What follows belongs to an exercise in optimizing a design on an open flow for small area and a short achievable clock period; a production flow would make more cautious choices.
Where RTL was checked, it was by simulation tests only, not by an equivalence proof against the original.

==> flow/design.v (excerpt) <==
module fpu_addmul(
  input  wire        clk,
  input  wire        op,      
  input  wire [31:0] s,
  input  wire [31:0] t,
  output wire [31:0] d
);
Settings: LEC_CHECK=0, CAP_MARGIN=20, CORE_MARGIN=2, CORE_UTILIZATION=40, CTS_BUF_LIST=sky130_fd_sc_hd__clkbuf_4 sky130_fd_sc_hd__clkbuf_8, SLEW_MARGIN=20, SYNTH_HIERARCHICAL=1, TNS_END_PERCENT=5; clock period 13.0 ns.
standard.sh (not shown) runs the stock make flow with config.mk's settings and CLKGATE_MAP_FILE= SYNTH_SCRIPT=/design/flow/synth_recipe.tcl, a recipe that flattens the netlist after the stock synthesis.
==> flow/flow/run.sh <==
#!/bin/bash
set -euo pipefail
export SETUP_SLACK_MARGIN=7.5
export BUFFER_PORTS_ARGS="-buffer_cell sky130_fd_sc_hd__buf_2"
bash standard.sh > standard.log 2>&1
==> next run, changes <==
==> flow/flow/run.sh (replaced) <==
#!/bin/bash
set -euo pipefail
export SETUP_SLACK_MARGIN=7.25
export BUFFER_PORTS_ARGS="-buffer_cell sky130_fd_sc_hd__buf_2"
bash standard.sh > standard.log 2>&1
Wire length falls by about 2.2%.
Critical path depth went up by 2.
Cell count went down by 0.37%.
Via count is lower by about 0.8%.
Maximum frequency shrinks by about 1.1%.
Synthesized cell count does not change.
Setup slack is worse by 0.068 ns.
Core utilization decreases by 0.63 points.
No functional check of the RTL was part of any run of this note.

---

== pepper ==
Another version of the RTL of fpu_addmul (not shown whole).
Size: about 3700 cells after synthesis, ~170 flip-flops, about 31000 µm² of cells after synthesis.
## fpu_addmul
module fpu_addmul(
  input  wire        clk,
  input  wire        op,      
  input  wire [31:0] s,
  input  wire [31:0] t,
  output wire [31:0] d
);
==> flow/config.mk <==
export PLATFORM = sky130hd
export DESIGN_NAME = fpu_addmul
export DESIGN_NICKNAME = fpu_addmul
export VERILOG_FILES = /design/flow/design.v
export SDC_FILE = /design/flow/constraint.sdc
export NUM_CORES = 4
export LEC_CHECK = 0
export CAP_MARGIN = 20
export CORE_MARGIN = 2
export CORE_UTILIZATION = 40
export CTS_BUF_LIST = sky130_fd_sc_hd__clkbuf_4 sky130_fd_sc_hd__clkbuf_8
export SLEW_MARGIN = 20
export SYNTH_HIERARCHICAL = 1
==> flow/constraint.sdc <==
create_clock -name core_clock -period 13.0 [get_ports {clk}]
set_input_delay 2.6000 -clock core_clock [delete_from_list [all_inputs] [get_ports {clk}]]
set_output_delay 2.6000 -clock core_clock [all_outputs]
set_load 0.01 [all_outputs]
==> flow/flow/run.sh <==
#!/bin/bash
set -euo pipefail
export SETUP_SLACK_MARGIN=7
export BUFFER_PORTS_ARGS="-buffer_cell sky130_fd_sc_hd__buf_2"
bash standard.sh > standard.log 2>&1
What violet does differently from pepper at the input level:
# pepper
export LEC_CHECK = 0
export CAP_MARGIN = 20
export CORE_MARGIN = 2
export CORE_UTILIZATION = 40
export CTS_BUF_LIST = sky130_fd_sc_hd__clkbuf_4 sky130_fd_sc_hd__clkbuf_8
export SLEW_MARGIN = 20
export SYNTH_HIERARCHICAL = 1
create_clock -name core_clock -period 13.0 [get_ports {clk}]
# violet
export LEC_CHECK = 0
export CAP_MARGIN = 20
export CORE_MARGIN = 2
export CORE_UTILIZATION = 40
export CTS_BUF_LIST = sky130_fd_sc_hd__clkbuf_4 sky130_fd_sc_hd__clkbuf_8
export SLEW_MARGIN = 20
export SYNTH_HIERARCHICAL = 1
export TNS_END_PERCENT = 5
create_clock -name core_clock -period 13.0 [get_ports {clk}]
Findings:
Having completed the whole flow, violet delivered a layout that passed the timing, design-rule and antenna checks.
Comparing number of cells on the critical path for violet and pepper, the bigger number came from violet.
Design area | violet below pepper
pepper ended up with more cell instances than violet did.
pepper reports its source of the critical timing path as g1[16] while violet reports g1[5].
Modified inputs, ember compared to violet
==> flow/flow/run.sh <==
#!/bin/bash
set -euo pipefail
export SETUP_SLACK_MARGIN=6.5
export BUFFER_PORTS_ARGS="-buffer_cell sky130_fd_sc_hd__buf_2"
bash standard.sh > standard.log 2>&1
==> notes.md <==
Every stage of the flow completed for ember, and the final layout passed the timing, design-rule and antenna checks.
Compared to violet, ember has delay of the slowest cell on the worst path 0.27 ns higher.
[compare] base=violet new=ember: non-clock buffer count went down by 24, flip-flop and latch count has remained practically unchanged, maximum operating frequency -10%, proportion of layout cells with a drive suffix above 1 down 2.5 points.
### ember -> maple
==> flow/flow/run.sh <==
#!/bin/bash
set -euo pipefail
export SETUP_SLACK_MARGIN=7.25
export BUFFER_PORTS_ARGS="-buffer_cell sky130_fd_sc_hd__buf_2"
bash standard.sh > standard.log 2>&1
[summary]
- Relative to ember, maximum frequency has gone up in maple.
- maple vs ember on met2 routing resource usage after global routing: maple is the higher one.
- On worst setup slack, maple does better than ember.
- Non-filler instance count after layout (lower): ember
- Slowest cell on the critical path: sky130_fd_sc_hd__dfxtp_1 -> ember, sky130_fd_sc_hd__fa_1 -> maple
- Diff ember -> maple: global-route usage increased by 1.0 points relative to the old numbers, placed wire-length estimate moved up, count of fill cells added during filler insertion fell 189, final routed wirelength across all metal layers increased by 5.0% relative to the old numbers, number of placed instances, taps included stayed essentially flat.
- Relative to ember, maple degrades design area.
- | post-synthesis instance area | maple vs ember | ≈ equal |
Here is what was changed in the inputs of cedar compared with maple.
# maple
export LEC_CHECK = 0
export CAP_MARGIN = 20
export CORE_MARGIN = 2
export CORE_UTILIZATION = 40
export CTS_BUF_LIST = sky130_fd_sc_hd__clkbuf_4 sky130_fd_sc_hd__clkbuf_8
export SLEW_MARGIN = 20
export SYNTH_HIERARCHICAL = 1
export TNS_END_PERCENT = 5
create_clock -name core_clock -period 13.0 [get_ports {clk}]
# cedar
export LEC_CHECK = 0
export CAP_MARGIN = 20
export CORE_MARGIN = 2
export CORE_UTILIZATION = 40
export SLEW_MARGIN = 20
export SYNTH_HIERARCHICAL = 1
export TNS_END_PERCENT = 5
create_clock -name core_clock -period 13.0 [get_ports {clk}]
==> flow/flow/run.sh <==
#!/bin/bash
set -euo pipefail
export SETUP_SLACK_MARGIN=7
export BUFFER_PORTS_ARGS="-buffer_cell sky130_fd_sc_hd__buf_2"
bash standard.sh > standard.log 2>&1
[summary]
- | final design instance area without fill | cedar vs maple | better |
- Of the two values seen for class of the most critical setup path, reg2reg was produced by maple and reg2out by cedar.
- cedar against maple: number of cells on the critical path now sits lower, total number of vias down 1.9%, sequential portion of the cell area went up by 0.26 points.
- cedar ended up with sky130_fd_sc_hd__or4_1 as its slowest stage cell on the critical path; maple ended up with sky130_fd_sc_hd__fa_1.
- A worst setup path endpoint of d[7] is what cedar shows, while v2[11] belongs to maple.
Modified inputs, garnet compared to cedar
# cedar
export LEC_CHECK = 0
export CAP_MARGIN = 20
export CORE_MARGIN = 2
export CORE_UTILIZATION = 40
export SLEW_MARGIN = 20
export SYNTH_HIERARCHICAL = 1
export TNS_END_PERCENT = 5
create_clock -name core_clock -period 13.0 [get_ports {clk}]
# garnet
export LEC_CHECK = 0
export CAP_MARGIN = 20
export CORE_MARGIN = 2
export CORE_UTILIZATION = 40
export CTS_BUF_LIST = sky130_fd_sc_hd__clkbuf_4 sky130_fd_sc_hd__clkbuf_8
export SLEW_MARGIN = 20
export SYNTH_HIERARCHICAL = 1
export TNS_END_PERCENT = 1
create_clock -name core_clock -period 13.0 [get_ports {clk}]
[summary]
Changes observed in garnet relative to cedar: met3 track demand over resource up 0.40 points; quantity of I/O buffers inserted on ports flat; worst-skew pair later-pin latency up 0.06 ns; multiplexer share of the synthesized area flat; share of the cycle needed by the critical path after routing down 0.58 points.

static timing again, ports no longer ideal:
The flow's constraints put no driver on any port. The routed layouts listed below were extracted and timed again, unchanged, in two steps.
Step 1: set_driving_cell puts a clkbuf_16 on clk and a buf_2 on each other input, an assumption about the parent block.
Step 2, shift: input delay + t, output delay - t, t = (earliest + latest rising clock arrival at the registers) / 2. This alone moves slack from input paths to output paths.
Three values: ideal, step 1, step 2; two values: the first two.
| run | t (ns) | slack for setup (ns) | slew at the worst register clock pin (ns) | worst slew at a driven data input, ns |
|---|---|---|---|---|
| the first run of note 1 | 0.556 | 7.098 / 7.069 / 6.693 | 0.10 / 0.10 | 0.05 |
| the second run of note 1 | 0.597 | 7.030 / 7.030 / 6.734 | 0.11 / 0.11 | 0.06 |
| pepper | 0.558 | 7.081 / 7.068 / 6.738 | 0.11 / 0.11 | 0.08 |
| violet | 0.555 | 6.995 / 6.948 / 6.674 | 0.11 / 0.11 | 0.08 |
| ember | 0.536 | 6.328 / 6.328 / 6.328 | 0.10 / 0.10 | 0.10 |
| maple | 0.559 | 6.962 / 6.962 / 6.644 | 0.12 / 0.12 | 0.04 |
| cedar | 0.512 | 6.899 / 6.831 / 6.761 | 0.08 / 0.08 | 0.08 |
| garnet | 0.554 | 6.975 / 6.937 / 6.568 | 0.11 / 0.11 | 0.08 |
After both steps every run listed still meets setup and hold. For garnet, which loses most, drivers alone change the setup slack by -0.038 ns; drivers and shift together by -0.407 ns.
